Source: an optimization exercise on an open RTL-to-GDS flow (aim: small area and a short achievable clock period). Production flows keep margins and buffers that such runs may drop.
Function was not checked in any run shown here: the RTL went through the layout flow alone.

==> flow/design.v (outline; a module is shown in full before it is edited, if it fits) <==
// module MrSimSimulation: 1198 lines
// module kmfa: 4 lines
// module kmsub: 3 lines
// module kmha: 4 lines
module MrSimSimulation(input clk, input reset,
    input [63:0] io_enq_dat,
    input  io_enq_val,
    output io_enq_rdy,
    output[63:0] io_deq_dat,
    output io_deq_val,
    input  io_deq_rdy
);
  // ...
==> flow/flow/run.sh <==
#!/bin/bash
# Standard synthesis, then the standard layout with the resizer aiming for a setup slack margin,
# small port buffers and a smaller clock tree.
set -euo pipefail
bash standard.sh synth > synth.log 2>&1
bash standard.sh SETUP_SLACK_MARGIN=12.35 BUFFER_PORTS_ARGS='-buffer_cell sky130_fd_sc_hd__buf_1' 'CTS_ARGS=-sink_clustering_enable -repair_clock_nets -dont_use_dummy_load -buf_list sky130_fd_sc_hd__clkbuf_16 -sink_clustering_size 30 -sink_clustering_max_diameter 100' finish > layout.log 2>&1
==> flow/standard.sh <==
#!/bin/bash
# synth_recipe.tcl (not shown) runs the flow's synth.tcl, then flattens the netlist and writes it again
# the make line also repeats each setting of config.mk as NAME=value (left out here)
make -C /OpenROAD-flow-scripts/flow DESIGN_CONFIG=/design/flow/config.mk WORK_HOME=/design/flow/orfs CLKGATE_MAP_FILE= SYNTH_SCRIPT=/design/flow/synth_recipe.tcl "${@:-finish}"
==> flow/config.mk <==
export PLATFORM = sky130hd
export DESIGN_NAME = MrSimSimulation
export DESIGN_NICKNAME = MrSimSimulation
export VERILOG_FILES = /design/flow/design.v
export SDC_FILE = /design/flow/constraint.sdc
export NUM_CORES = 4
export LEC_CHECK = 0
export CAP_MARGIN = 20
export CORE_MARGIN = 2
export CORE_UTILIZATION = 40
export PLACE_DENSITY = 0.6
export SLEW_MARGIN = 20
export SYNTH_HIERARCHICAL = 1
export SYNTH_MINIMUM_KEEP_SIZE = 0
==> flow/constraint.sdc <==
create_clock -name core_clock -period 17.0 [get_ports {clk}]
set_input_delay 3.4000 -clock core_clock [delete_from_list [all_inputs] [get_ports {clk}]]
set_output_delay 3.4000 -clock core_clock [all_outputs]
set_load 0.01 [all_outputs]
==> summary.txt, run 1 <==
most frequent cells in the layout=fa_1 (174), and2_1 (169), ha_1 (147), dfxtp_1 (102), inv_1 (85); WHS Endpoint=p2[14]; wire per inst=roughly 18 um; placer congestion estimate=around 0.83; EDFF count, synth=between 70 and 80; Clock Sinks=between 150 and 200; Die W=200 um; most frequent CP cell=fa_1; Synth Area in Adders=35.8%; vias in the first global route=roughly 10000; CTS tree=built; Setup TNS=0 ns; slew margin rel.=between 20 and 30%; met3 routed WL=1280 um; slowest CP cell=dfxtp_1; Max-Cap Viols=0; fin. max-slew vios=0; outcome=no timing/DRC/antenna violations; commonest cells in the synthesized netlist=fa_1 (174), and2_1 (169), ha_1 (147); CP Buf/Inv Count=0; Worst Setup End Kind=register; post-synthesis simple-gate area fraction=15.2%; Synth Area in Compound Gates=7.91%; final worst path period need=4.61 ns; HPWL after DPL=28300 um; sequential share of cell area=27.2%; Primary FF master, synth=dfxtp_1; DR vias=10200; Fmax=0.217 GHz; met3 Resource Use GR=around 2.3%; port bufs=86; CP cell instances=fa_1, fa_1, fa_1, fa_1, fa_1, ha_1, a21o_1, a221o_1, a31o_1, ha_1, nor2_1, xnor2_1; first-pass GRT wire length=between 50000 and 60000 um; initial antenna violation count=4; hold depth=0; All-Layer GR Usage=18.5%; critical path fanouts, max=9; yosys warns=7
==> run 2, diff against run 1 <==
--- a/flow/design.v
+++ b/flow/design.v
@@ -4,32 +4,26 @@
     output io_enq_rdy,
     output[63:0] io_deq_dat,
     output io_deq_val,
     input  io_deq_rdy
 );
   reg [8:0] df0, df1, df2, df3, df4, df5;
   reg [15:0] p1, p2;
   reg v1, v2, v3;
-  reg [6:0] e0, e1, e2;    
+  reg [3:0] e0, e1, e2;    
   reg l20, l21, l10;           
   wire [7:0] px = io_enq_dat[55:48];
   wire [7:0] py = io_enq_dat[63:56];
-  wire [8:0] dn0;
-  kmsub usub0 (.a(io_enq_dat[7:0]), .b(px), .d(dn0));
-  wire [8:0] dn1;
-  kmsub usub1 (.a(io_enq_dat[15:8]), .b(py), .d(dn1));
-  wire [8:0] dn2;
-  kmsub usub2 (.a(io_enq_dat[23:16]), .b(px), .d(dn2));
-  wire [8:0] dn3;
-  kmsub usub3 (.a(io_enq_dat[31:24]), .b(py), .d(dn3));
-  wire [8:0] dn4;
-  kmsub usub4 (.a(io_enq_dat[39:32]), .b(px), .d(dn4));
-  wire [8:0] dn5;
-  kmsub usub5 (.a(io_enq_dat[47:40]), .b(py), .d(dn5));
+  wire [8:0] dn0 = {1'b0, io_enq_dat[7:0]} - {1'b0, px};
+  wire [8:0] dn1 = {1'b0, io_enq_dat[15:8]} - {1'b0, py};
+  wire [8:0] dn2 = {1'b0, io_enq_dat[23:16]} - {1'b0, px};
+  wire [8:0] dn3 = {1'b0, io_enq_dat[31:24]} - {1'b0, py};
+  wire [8:0] dn4 = {1'b0, io_enq_dat[39:32]} - {1'b0, px};
+  wire [8:0] dn5 = {1'b0, io_enq_dat[47:40]} - {1'b0, py};
   wire pp1 = df0[0] & df0[1];
   wire pp2 = df0[0] & df0[2];
   wire pp3 = df0[0] & df0[3];
   wire pp4 = df0[0] & df0[4];
   wire pp5 = df0[0] & df0[5];
   wire pp6 = df0[0] & df0[6];
   wire pp7 = df0[0] & df0[7];
   wire pp8 = df0[1] & df0[2];
@@ -976,35 +970,47 @@
   wire ll20_g6 = dist0[6] & ~dist2[6];
   wire ll20_p6 = dist0[6] | ~dist2[6];
   wire ll20_g7 = dist0[7] & ~dist2[7];
   wire ll20_p7 = dist0[7] | ~dist2[7];
   wire ll20_g8 = dist0[8] & ~dist2[8];
   wire ll20_p8 = dist0[8] | ~dist2[8];
   wire ll20_g9 = dist0[9] & ~dist2[9];
   wire ll20_p9 = dist0[9] | ~dist2[9];
+  wire ll20_g10 = dist0[10] & ~dist2[10];
+  wire ll20_p10 = dist0[10] | ~dist2[10];
+  wire ll20_g11 = dist0[11] & ~dist2[11];
+  wire ll20_p11 = dist0[11] | ~dist2[11];
+  wire ll20_g12 = dist0[12] & ~dist2[12];
+  wire ll20_p12 = dist0[12] | ~dist2[12];
   wire ll20_G607 = ll20_g1 | (ll20_p1 & ll20_g0);
   wire ll20_P608 = ll20_p1 & ll20_p0;
   wire ll20_G609 = ll20_g3 | (ll20_p3 & ll20_g2);
   wire ll20_P610 = ll20_p3 & ll20_p2;
   wire ll20_G611 = ll20_g5 | (ll20_p5 & ll20_g4);
   wire ll20_P612 = ll20_p5 & ll20_p4;
   wire ll20_G613 = ll20_g7 | (ll20_p7 & ll20_g6);
   wire ll20_P614 = ll20_p7 & ll20_p6;
   wire ll20_G615 = ll20_g9 | (ll20_p9 & ll20_g8);
   wire ll20_P616 = ll20_p9 & ll20_p8;
-  wire ll20_G617 = ll20_G609 | (ll20_P610 & ll20_G607);
-  wire ll20_P618 = ll20_P610 & ll20_P608;
-  wire ll20_G619 = ll20_G613 | (ll20_P614 & ll20_G611);
-  wire ll20_P620 = ll20_P614 & ll20_P612;
-  wire ll20_G621 = ll20_G619 | (ll20_P620 & ll20_G617);
-  wire ll20_P622 = ll20_P620 & ll20_P618;
-  wire ll20_G623 = ll20_G615 | (ll20_P616 & ll20_G621);
-  wire ll20_P624 = ll20_P616 & ll20_P622;
-  wire ll20 = ll20_G623 | ll20_P624;
+  wire ll20_G617 = ll20_g11 | (ll20_p11 & ll20_g10);
+  wire ll20_P618 = ll20_p11 & ll20_p10;
+  wire ll20_G619 = ll20_G609 | (ll20_P610 & ll20_G607);
+  wire ll20_P620 = ll20_P610 & ll20_P608;
+  wire ll20_G621 = ll20_G613 | (ll20_P614 & ll20_G611);
+  wire ll20_P622 = ll20_P614 & ll20_P612;
+  wire ll20_G623 = ll20_G617 | (ll20_P618 & ll20_G615);
+  wire ll20_P624 = ll20_P618 & ll20_P616;
+  wire ll20_G625 = ll20_G621 | (ll20_P622 & ll20_G619);
+  wire ll20_P626 = ll20_P622 & ll20_P620;
+  wire ll20_G627 = ll20_g12 | (ll20_p12 & ll20_G623);
+  wire ll20_P628 = ll20_p12 & ll20_P624;
+  wire ll20_G629 = ll20_G627 | (ll20_P628 & ll20_G625);
+  wire ll20_P630 = ll20_P628 & ll20_P626;
+  wire ll20 = ll20_G629 | ll20_P630;
   wire ll21_g0 = dist1[0] & ~dist2[0];
   wire ll21_p0 = dist1[0] | ~dist2[0];
   wire ll21_g1 = dist1[1] & ~dist2[1];
   wire ll21_p1 = dist1[1] | ~dist2[1];
   wire ll21_g2 = dist1[2] & ~dist2[2];
   wire ll21_p2 = dist1[2] | ~dist2[2];
   wire ll21_g3 = dist1[3] & ~dist2[3];
   wire ll21_p3 = dist1[3] | ~dist2[3];
@@ -1015,35 +1021,47 @@
   wire ll21_g6 = dist1[6] & ~dist2[6];
   wire ll21_p6 = dist1[6] | ~dist2[6];
   wire ll21_g7 = dist1[7] & ~dist2[7];
   wire ll21_p7 = dist1[7] | ~dist2[7];
   wire ll21_g8 = dist1[8] & ~dist2[8];
   wire ll21_p8 = dist1[8] | ~dist2[8];
   wire ll21_g9 = dist1[9] & ~dist2[9];
   wire ll21_p9 = dist1[9] | ~dist2[9];
-  wire ll21_G625 = ll21_g1 | (ll21_p1 & ll21_g0);
-  wire ll21_P626 = ll21_p1 & ll21_p0;
-  wire ll21_G627 = ll21_g3 | (ll21_p3 & ll21_g2);
-  wire ll21_P628 = ll21_p3 & ll21_p2;
-  wire ll21_G629 = ll21_g5 | (ll21_p5 & ll21_g4);
-  wire ll21_P630 = ll21_p5 & ll21_p4;
-  wire ll21_G631 = ll21_g7 | (ll21_p7 & ll21_g6);
-  wire ll21_P632 = ll21_p7 & ll21_p6;
-  wire ll21_G633 = ll21_g9 | (ll21_p9 & ll21_g8);
-  wire ll21_P634 = ll21_p9 & ll21_p8;
-  wire ll21_G635 = ll21_G627 | (ll21_P628 & ll21_G625);
-  wire ll21_P636 = ll21_P628 & ll21_P626;
-  wire ll21_G637 = ll21_G631 | (ll21_P632 & ll21_G629);
-  wire ll21_P638 = ll21_P632 & ll21_P630;
-  wire ll21_G639 = ll21_G637 | (ll21_P638 & ll21_G635);
-  wire ll21_P640 = ll21_P638 & ll21_P636;
-  wire ll21_G641 = ll21_G633 | (ll21_P634 & ll21_G639);
-  wire ll21_P642 = ll21_P634 & ll21_P640;
-  wire ll21 = ll21_G641 | ll21_P642;
+  wire ll21_g10 = dist1[10] & ~dist2[10];
+  wire ll21_p10 = dist1[10] | ~dist2[10];
+  wire ll21_g11 = dist1[11] & ~dist2[11];
+  wire ll21_p11 = dist1[11] | ~dist2[11];
+  wire ll21_g12 = dist1[12] & ~dist2[12];
+  wire ll21_p12 = dist1[12] | ~dist2[12];
+  wire ll21_G631 = ll21_g1 | (ll21_p1 & ll21_g0);
+  wire ll21_P632 = ll21_p1 & ll21_p0;
+  wire ll21_G633 = ll21_g3 | (ll21_p3 & ll21_g2);
+  wire ll21_P634 = ll21_p3 & ll21_p2;
+  wire ll21_G635 = ll21_g5 | (ll21_p5 & ll21_g4);
+  wire ll21_P636 = ll21_p5 & ll21_p4;
+  wire ll21_G637 = ll21_g7 | (ll21_p7 & ll21_g6);
+  wire ll21_P638 = ll21_p7 & ll21_p6;
+  wire ll21_G639 = ll21_g9 | (ll21_p9 & ll21_g8);
+  wire ll21_P640 = ll21_p9 & ll21_p8;
+  wire ll21_G641 = ll21_g11 | (ll21_p11 & ll21_g10);
+  wire ll21_P642 = ll21_p11 & ll21_p10;
+  wire ll21_G643 = ll21_G633 | (ll21_P634 & ll21_G631);
+  wire ll21_P644 = ll21_P634 & ll21_P632;
+  wire ll21_G645 = ll21_G637 | (ll21_P638 & ll21_G635);
+  wire ll21_P646 = ll21_P638 & ll21_P636;
+  wire ll21_G647 = ll21_G641 | (ll21_P642 & ll21_G639);
+  wire ll21_P648 = ll21_P642 & ll21_P640;
+  wire ll21_G649 = ll21_G645 | (ll21_P646 & ll21_G643);
+  wire ll21_P650 = ll21_P646 & ll21_P644;
+  wire ll21_G651 = ll21_g12 | (ll21_p12 & ll21_G647);
+  wire ll21_P652 = ll21_p12 & ll21_P648;
+  wire ll21_G653 = ll21_G651 | (ll21_P652 & ll21_G649);
+  wire ll21_P654 = ll21_P652 & ll21_P650;
+  wire ll21 = ll21_G653 | ll21_P654;
   wire ll10_g0 = dist0[0] & ~dist1[0];
   wire ll10_p0 = dist0[0] | ~dist1[0];
   wire ll10_g1 = dist0[1] & ~dist1[1];
   wire ll10_p1 = dist0[1] | ~dist1[1];
   wire ll10_g2 = dist0[2] & ~dist1[2];
   wire ll10_p2 = dist0[2] | ~dist1[2];
   wire ll10_g3 = dist0[3] & ~dist1[3];
   wire ll10_p3 = dist0[3] | ~dist1[3];
@@ -1054,113 +1072,89 @@
   wire ll10_g6 = dist0[6] & ~dist1[6];
   wire ll10_p6 = dist0[6] | ~dist1[6];
   wire ll10_g7 = dist0[7] & ~dist1[7];
   wire ll10_p7 = dist0[7] | ~dist1[7];
   wire ll10_g8 = dist0[8] & ~dist1[8];
   wire ll10_p8 = dist0[8] | ~dist1[8];
   wire ll10_g9 = dist0[9] & ~dist1[9];
   wire ll10_p9 = dist0[9] | ~dist1[9];
-  wire ll10_G643 = ll10_g1 | (ll10_p1 & ll10_g0);
-  wire ll10_P644 = ll10_p1 & ll10_p0;
-  wire ll10_G645 = ll10_g3 | (ll10_p3 & ll10_g2);
-  wire ll10_P646 = ll10_p3 & ll10_p2;
-  wire ll10_G647 = ll10_g5 | (ll10_p5 & ll10_g4);
-  wire ll10_P648 = ll10_p5 & ll10_p4;
-  wire ll10_G649 = ll10_g7 | (ll10_p7 & ll10_g6);
-  wire ll10_P650 = ll10_p7 & ll10_p6;
-  wire ll10_G651 = ll10_g9 | (ll10_p9 & ll10_g8);
-  wire ll10_P652 = ll10_p9 & ll10_p8;
-  wire ll10_G653 = ll10_G645 | (ll10_P646 & ll10_G643);
-  wire ll10_P654 = ll10_P646 & ll10_P644;
-  wire ll10_G655 = ll10_G649 | (ll10_P650 & ll10_G647);
-  wire ll10_P656 = ll10_P650 & ll10_P648;
-  wire ll10_G657 = ll10_G655 | (ll10_P656 & ll10_G653);
-  wire ll10_P658 = ll10_P656 & ll10_P654;
-  wire ll10_G659 = ll10_G651 | (ll10_P652 & ll10_G657);
-  wire ll10_P660 = ll10_P652 & ll10_P658;
-  wire ll10 = ll10_G659 | ll10_P660;
+  wire ll10_g10 = dist0[10] & ~dist1[10];
+  wire ll10_p10 = dist0[10] | ~dist1[10];
+  wire ll10_g11 = dist0[11] & ~dist1[11];
+  wire ll10_p11 = dist0[11] | ~dist1[11];
+  wire ll10_g12 = dist0[12] & ~dist1[12];
+  wire ll10_p12 = dist0[12] | ~dist1[12];
+  wire ll10_G655 = ll10_g1 | (ll10_p1 & ll10_g0);
+  wire ll10_P656 = ll10_p1 & ll10_p0;
+  wire ll10_G657 = ll10_g3 | (ll10_p3 & ll10_g2);
+  wire ll10_P658 = ll10_p3 & ll10_p2;
+  wire ll10_G659 = ll10_g5 | (ll10_p5 & ll10_g4);
+  wire ll10_P660 = ll10_p5 & ll10_p4;
+  wire ll10_G661 = ll10_g7 | (ll10_p7 & ll10_g6);
+  wire ll10_P662 = ll10_p7 & ll10_p6;
+  wire ll10_G663 = ll10_g9 | (ll10_p9 & ll10_g8);
+  wire ll10_P664 = ll10_p9 & ll10_p8;
+  wire ll10_G665 = ll10_g11 | (ll10_p11 & ll10_g10);
+  wire ll10_P666 = ll10_p11 & ll10_p10;
+  wire ll10_G667 = ll10_G657 | (ll10_P658 & ll10_G655);
+  wire ll10_P668 = ll10_P658 & ll10_P656;
+  wire ll10_G669 = ll10_G661 | (ll10_P662 & ll10_G659);
+  wire ll10_P670 = ll10_P662 & ll10_P660;
+  wire ll10_G671 = ll10_G665 | (ll10_P666 & ll10_G663);
+  wire ll10_P672 = ll10_P666 & ll10_P664;
+  wire ll10_G673 = ll10_G669 | (ll10_P670 & ll10_G667);
+  wire ll10_P674 = ll10_P670 & ll10_P668;
+  wire ll10_G675 = ll10_g12 | (ll10_p12 & ll10_G671);
+  wire ll10_P676 = ll10_p12 & ll10_P672;
+  wire ll10_G677 = ll10_G675 | (ll10_P676 & ll10_G673);
+  wire ll10_P678 = ll10_P676 & ll10_P674;
+  wire ll10 = ll10_G677 | ll10_P678;
   wire le20_g0 = e0[0] & ~e2[0];
   wire le20_p0 = e0[0] | ~e2[0];
   wire le20_g1 = e0[1] & ~e2[1];
   wire le20_p1 = e0[1] | ~e2[1];
   wire le20_g2 = e0[2] & ~e2[2];
   wire le20_p2 = e0[2] | ~e2[2];
   wire le20_g3 = e0[3] & ~e2[3];
   wire le20_p3 = e0[3] | ~e2[3];
-  wire le20_g4 = e0[4] & ~e2[4];
-  wire le20_p4 = e0[4] | ~e2[4];
-  wire le20_g5 = e0[5] & ~e2[5];
-  wire le20_p5 = e0[5] | ~e2[5];
-  wire le20_g6 = e0[6] & ~e2[6];
-  wire le20_p6 = e0[6] | ~e2[6];
-  wire le20_G661 = le20_g1 | (le20_p1 & le20_g0);
-  wire le20_P662 = le20_p1 & le20_p0;
-  wire le20_G663 = le20_g3 | (le20_p3 & le20_g2);
-  wire le20_P664 = le20_p3 & le20_p2;
-  wire le20_G665 = le20_g5 | (le20_p5 & le20_g4);
-  wire le20_P666 = le20_p5 & le20_p4;
-  wire le20_G667 = le20_G663 | (le20_P664 & le20_G661);
-  wire le20_P668 = le20_P664 & le20_P662;
-  wire le20_G669 = le20_g6 | (le20_p6 & le20_G665);
-  wire le20_P670 = le20_p6 & le20_P666;
-  wire le20_G671 = le20_G669 | (le20_P670 & le20_G667);
-  wire le20_P672 = le20_P670 & le20_P668;
-  wire le20 = le20_G671 | (le20_P672 & l20);
+  wire le20_G679 = le20_g1 | (le20_p1 & le20_g0);
+  wire le20_P680 = le20_p1 & le20_p0;
+  wire le20_G681 = le20_g3 | (le20_p3 & le20_g2);
+  wire le20_P682 = le20_p3 & le20_p2;
+  wire le20_G683 = le20_G681 | (le20_P682 & le20_G679);
+  wire le20_P684 = le20_P682 & le20_P680;
+  wire le20 = le20_G683 | (le20_P684 & l20);
   wire le21_g0 = e1[0] & ~e2[0];
   wire le21_p0 = e1[0] | ~e2[0];
   wire le21_g1 = e1[1] & ~e2[1];
   wire le21_p1 = e1[1] | ~e2[1];
   wire le21_g2 = e1[2] & ~e2[2];
   wire le21_p2 = e1[2] | ~e2[2];
   wire le21_g3 = e1[3] & ~e2[3];
   wire le21_p3 = e1[3] | ~e2[3];
-  wire le21_g4 = e1[4] & ~e2[4];
-  wire le21_p4 = e1[4] | ~e2[4];
-  wire le21_g5 = e1[5] & ~e2[5];
-  wire le21_p5 = e1[5] | ~e2[5];
-  wire le21_g6 = e1[6] & ~e2[6];
-  wire le21_p6 = e1[6] | ~e2[6];
-  wire le21_G673 = le21_g1 | (le21_p1 & le21_g0);
-  wire le21_P674 = le21_p1 & le21_p0;
-  wire le21_G675 = le21_g3 | (le21_p3 & le21_g2);
-  wire le21_P676 = le21_p3 & le21_p2;
-  wire le21_G677 = le21_g5 | (le21_p5 & le21_g4);
-  wire le21_P678 = le21_p5 & le21_p4;
-  wire le21_G679 = le21_G675 | (le21_P676 & le21_G673);
-  wire le21_P680 = le21_P676 & le21_P674;
-  wire le21_G681 = le21_g6 | (le21_p6 & le21_G677);
-  wire le21_P682 = le21_p6 & le21_P678;
-  wire le21_G683 = le21_G681 | (le21_P682 & le21_G679);
-  wire le21_P684 = le21_P682 & le21_P680;
-  wire le21 = le21_G683 | (le21_P684 & l21);
+  wire le21_G685 = le21_g1 | (le21_p1 & le21_g0);
+  wire le21_P686 = le21_p1 & le21_p0;
+  wire le21_G687 = le21_g3 | (le21_p3 & le21_g2);
+  wire le21_P688 = le21_p3 & le21_p2;
+  wire le21_G689 = le21_G687 | (le21_P688 & le21_G685);
+  wire le21_P690 = le21_P688 & le21_P686;
+  wire le21 = le21_G689 | (le21_P690 & l21);
   wire le10_g0 = e0[0] & ~e1[0];
   wire le10_p0 = e0[0] | ~e1[0];
   wire le10_g1 = e0[1] & ~e1[1];
   wire le10_p1 = e0[1] | ~e1[1];
   wire le10_g2 = e0[2] & ~e1[2];
   wire le10_p2 = e0[2] | ~e1[2];
   wire le10_g3 = e0[3] & ~e1[3];
   wire le10_p3 = e0[3] | ~e1[3];
-  wire le10_g4 = e0[4] & ~e1[4];
-  wire le10_p4 = e0[4] | ~e1[4];
-  wire le10_g5 = e0[5] & ~e1[5];
-  wire le10_p5 = e0[5] | ~e1[5];
-  wire le10_g6 = e0[6] & ~e1[6];
-  wire le10_p6 = e0[6] | ~e1[6];
-  wire le10_G685 = le10_g1 | (le10_p1 & le10_g0);
-  wire le10_P686 = le10_p1 & le10_p0;
-  wire le10_G687 = le10_g3 | (le10_p3 & le10_g2);
-  wire le10_P688 = le10_p3 & le10_p2;
-  wire le10_G689 = le10_g5 | (le10_p5 & le10_g4);
-  wire le10_P690 = le10_p5 & le10_p4;
-  wire le10_G691 = le10_G687 | (le10_P688 & le10_G685);
-  wire le10_P692 = le10_P688 & le10_P686;
-  wire le10_G693 = le10_g6 | (le10_p6 & le10_G689);
-  wire le10_P694 = le10_p6 & le10_P690;
+  wire le10_G691 = le10_g1 | (le10_p1 & le10_g0);
+  wire le10_P692 = le10_p1 & le10_p0;
+  wire le10_G693 = le10_g3 | (le10_p3 & le10_g2);
+  wire le10_P694 = le10_p3 & le10_p2;
   wire le10_G695 = le10_G693 | (le10_P694 & le10_G691);
   wire le10_P696 = le10_P694 & le10_P692;
   wire le10 = le10_G695 | (le10_P696 & l10);
   wire [1:0] cls = (le20 & le21) ? 2'd2 : le10 ? 2'd1 : 2'd0;
   reg [17:0] q0, q1, q2, q3;
   reg [3:0] f;
   wire enq = v3 & ~f[3];
   wire [3:0] g1 = {1'b0, f[3:1]};
@@ -1172,17 +1166,17 @@
   wire [17:0] n0 = ws1[0] ? din : q1, h0 = ws0[0] ? din : q0;
   wire [17:0] n1 = ws1[1] ? din : q2, h1 = ws0[1] ? din : q1;
   wire [17:0] n2 = ws1[2] ? din : q3, h2 = ws0[2] ? din : q2;
   wire [17:0] n3 = din,               h3 = ws0[3] ? din : q3;
   wire deq = io_deq_rdy & f[0];
   always @(posedge clk) begin
     df0 <= dn0; df1 <= dn1; df2 <= dn2; df3 <= dn3; df4 <= dn4; df5 <= dn5;
     p1 <= io_enq_dat[63:48];
-    e0 <= dist0[16:10]; e1 <= dist1[16:10]; e2 <= dist2[16:10];
+    e0 <= dist0[16:13]; e1 <= dist1[16:13]; e2 <= dist2[16:13];
     l20 <= ll20; l21 <= ll21; l10 <= ll10;
     p2 <= p1;
     if (reset) begin
       v1 <= 1'b0; v2 <= 1'b0; v3 <= 1'b0;
       f <= 4'd0;
     end else begin
       v1 <= io_enq_val; v2 <= v1; v3 <= v2;
       f <= deq ? fn1 : fn0;
@@ -1195,15 +1189,12 @@
   assign io_enq_rdy = 1'b1;
   assign io_deq_val = f[0];
   assign io_deq_dat = {32'd0, q0[17:2], 6'd0, q0[1:0], 8'hff};
 endmodule
 module kmfa(input a, input b, input c, output s, output co);
   assign s = a ^ b ^ c;
   assign co = (a & b) | (a & c) | (b & c);
 endmodule
-module kmsub(input [7:0] a, input [7:0] b, output [8:0] d);
-  assign d = {1'b0, a} - {1'b0, b};
-endmodule
 module kmha(input a, input b, output s, output co);
   assign s = a ^ b;
   assign co = a & b;
 endmodule
==> flow/flow/run.sh (replaced) <==
#!/bin/bash
# Standard synthesis, then the standard layout with the resizer aiming for a setup slack margin,
# small port buffers and a smaller clock tree.
set -euo pipefail
bash standard.sh synth > synth.log 2>&1
bash standard.sh SETUP_SLACK_MARGIN=12.4 BUFFER_PORTS_ARGS='-buffer_cell sky130_fd_sc_hd__buf_1' 'CTS_ARGS=-sink_clustering_enable -repair_clock_nets -dont_use_dummy_load -buf_list sky130_fd_sc_hd__clkbuf_16 -sink_clustering_size 30 -sink_clustering_max_diameter 100' finish > layout.log 2>&1
==> summary.txt, run 2 <==
Yosys top cell area share=23.5%; fin. max-slew vios=0 (unchanged); Die Y=a little under 200 um; First DRT Iteration DRCs=approximately 510; HPWL after DPL=26600 um (-5.8%); RSZ-0062 raised after global routing=yes; nature of the critical path startpoint=register; most frequent cells in the layout=and2_1 (167), fa_1 (161), ha_1 (126), buf_1 (75), edfxtp_1 (72); Worst Skew=0.0224 ns; DRC violations left=0; Hold Path Origin=p1[15]; clock buffer depth=2; drt total wl=33300 um; commonest non-fill, non-tap cell in the layout=and2_1; TritonCTS Buffers=17; sequential fraction of the synthesis area=a little under 30%; Die W=196 um (-1.8%); diodes inserted=0; EDFF count, synth=72 (unchanged); most frequent CP cell=fa_1; Distinct cells, synth=57; initial antenna violation count=1 (-3); number of placement rows=70; Worst Setup End Kind=register; worst r2r path cells=17; Total Die Area=0.0386 sq mm; placer congestion estimate=0.854 (+3.3%); Post-Syn Instances=~1300; crit share post-route=27.5%; H-tree levels=4; final worst path period need=4.68 ns (+0.0702 ns); cell accounting for the most synthesized area=fa_1; # setup viols final=0; port bufs=86 (unchanged); CTS clk-pin slew, worst paths=0.08 ns; Setup TNS=0 ns (unchanged); commonest cells in the synthesized netlist=fa_1 (174), and2_1 (170), ha_1 (147); Clock Sinks=180 (-4.8%); synthesized area per cell=11.5 sq um; Initial Utilization=40.6%; CP arrival=5.01 ns; Primary FF master, synth=dfxtp_1; critical path fanouts, max=5 (-4); RR Endpoint=l10; post-route ant nets=0; hold depth=0 (unchanged); DR vias=9407 (-7.4%); worst slew pin tran=0.913 ns; All-Layer GR Usage=17.9% (-0.59 points); Fmax=0.214 GHz (-1.5%); first-pass GRT wire length=53700 um (-4.5%); Final Hold Fails=0; grt total ovfl=0; Crit Path Category=register to register; max incr delay on CP=between 0.5 and 0.6 ns; class of the tightest hold or removal check=register to register; Area Overhead vs Synth=14.6%; Clock Latency Late Sink=0.43 ns; CP cell instances=and2_4, fa_2, fa_1, fa_1, fa_1, ha_2, a211o_1, a21o_1, o221a_2, a21o_1, ha_4, inv_2, a222oi_1, o21ai_1, a211oi_1, a32oi_1, o21ai_1; reg2reg start=df0[3]; count leader, synth=fa_1; CTS tree=built; Layout Nets=1812; Max-Cap Viols=0 (unchanged); cts hold-fix bufs=0; wire per inst=17.6 um (-0.52%); WHS Endpoint=p2[15]; synthesized cell area=between 0.01 and 0.015 sq mm; slew margin rel.=39.0% (+10 points); outcome=no timing/DRC/antenna violations; Synth area leaders=fa_1 (24%), dfxtp_1 (15%), edfxtp_1 (15%); fill cell count=3292; slowest CP cell=fa_1; Avg Vias per Cell=between 4 and 5; vias in the first global route=9939 (-4.0%); First-pass DRT Iterations=5; Synth async-reset ratio=0%; Req. time, crit path=~17 ns; yosys warns=7 (unchanged); largest net degree at the start of global routing=19; layout cell share with drive strength beyond 1=18.9%; Root Driver=clkbuf_16; core box area=0.0365 sq mm; Seq cells post-synth=180; io pins=134
## run 2: timing repair
action                                  4_1_cts  5_1_grt
gates resized for setup                      81       81
hold endpoints to repair                      0        0
pin swaps                                     1       52
setup buffers                                 7       26
endpoints found under the setup margin       16       52
## run 2: routing by layer
layer / global-route usage (%) / share of wire (%) / wire, um / up-vias
met1: 25.3 / 48 / 16100 / 4700
met3: 2.98 / 3.9 / 1310 / 16
met4: 3.90 / 1.0 / 335 / 0
met2: 28.8 / 47 / 15600 / 164
li1: - / - / - / 4527
met5: 0 / 0 / 0 / -
## run 2: Yosys stat by module, one instance, submodules excluded
| module | cells inside | flip-flops and latches |
|---|---|---|
| MrSimSimulation | 1066 | 180 |
| kmfa | 1 | 0 |
| kmha | 1 | 0 |
## run 2: layout make-up
cell class / instances / area, sq um / share of cell area [%]
clock buffer: 17 / 425 / 2.50
inverter: 74 / 335 / 1.97
multi-input combinational: 1030 / 10500 / 61.8
sequential: 180 / 4460 / 26.3
tap: 468 / 586 / 3.45
timing repair buffer: 120 / 686 / 4.04
## run 2: cell families (layout without fill, tap and decap cells)
| logic type | count (synthesis) | in the layout | synth area share, % |
|---|---|---|---|
| fa+ha+maj | 341 | 341 | 37.3 |
| simple gates | 338 | 338 | 13.0 |
| mux | 56 | 56 | 4.24 |
| other cells | 2 | 53 | 0.0507 |
| flops | 180 | 180 | 29.2 |
| xor+xnor | 65 | 65 | 3.84 |
| buf+inv | 126 | 211 | 4.43 |
| compound gates | 177 | 177 | 7.89 |
## run 2: through the flow
step / hold WS, ns / area, sq um / std cells / util (%) / setup slack (ns)
after floorplan: 0.310 / 15300 / 1336 / - / 12.24
after global placement: 0.310 / 15800 / 1839 / 43.3 / 11.86
after detailed placement: 0.312 / 15800 / 1839 / 43.3 / 11.84
after CTS: 0.314 / 16500 / 1863 / 45.1 / 12.30
after global routing: 0.325 / 17000 / 1889 / 46.5 / 12.05
final: 0.316 / 17000 / 1889 / 46.5 / 12.32
## run 2: critical path, delay by kind of cell (launching register included)
kind | cells | cell delay (ns)
buf+inv | 1 | 0.05
flops | 1 | 0.37
simple gates | 1 | 0.16
fa+ha+maj | 6 | 2.40
compound gates | 9 | 1.61
## run 2: how the worst max path moves through the flow
stage                   startpoint      to  slack [ns]  depth (start not counted)
finish                      df0[3]     l10       12.32                         17
global placement    io_enq_dat[56]  df1[8]       11.86                         10
floorplan            io_enq_dat[8]  df1[8]       12.24                         10
detailed placement  io_enq_dat[49]  df0[7]       11.84                          9
CTS                         df0[6]     l10       12.30                         17
global route                df0[3]     l10       12.05                         17

==> what the ideal ports hide <==
Ports are ideal in the flow. The routed layouts listed here were re-timed in OpenROAD. Step 1 assumes that a clkbuf_16 drives the clock port and a buf_2 every other input. Step 2 also shifts input and output timing later by t, the mid clock arrival at the registers, as if the neighbouring blocks saw the same clock. a / b / c = ideal ports / drivers / drivers and shift; a / b = the first two.
run	t (ns)	slack for setup (ns)	worst setup path at the end	clock arrival spread, ns	pins driven straight from the clock port
run 1	0.471	12.394 / 12.394 / 11.964	input to register	0.036 / 0.036	1
run 2	0.472	12.324 / 12.324 / 11.974	input to register	0.032 / 0.033	1
After both steps every run listed still meets setup and hold. The setup slack of run 1, which loses most, moves by 0.000 ns with the drivers and by -0.430 ns with both steps.
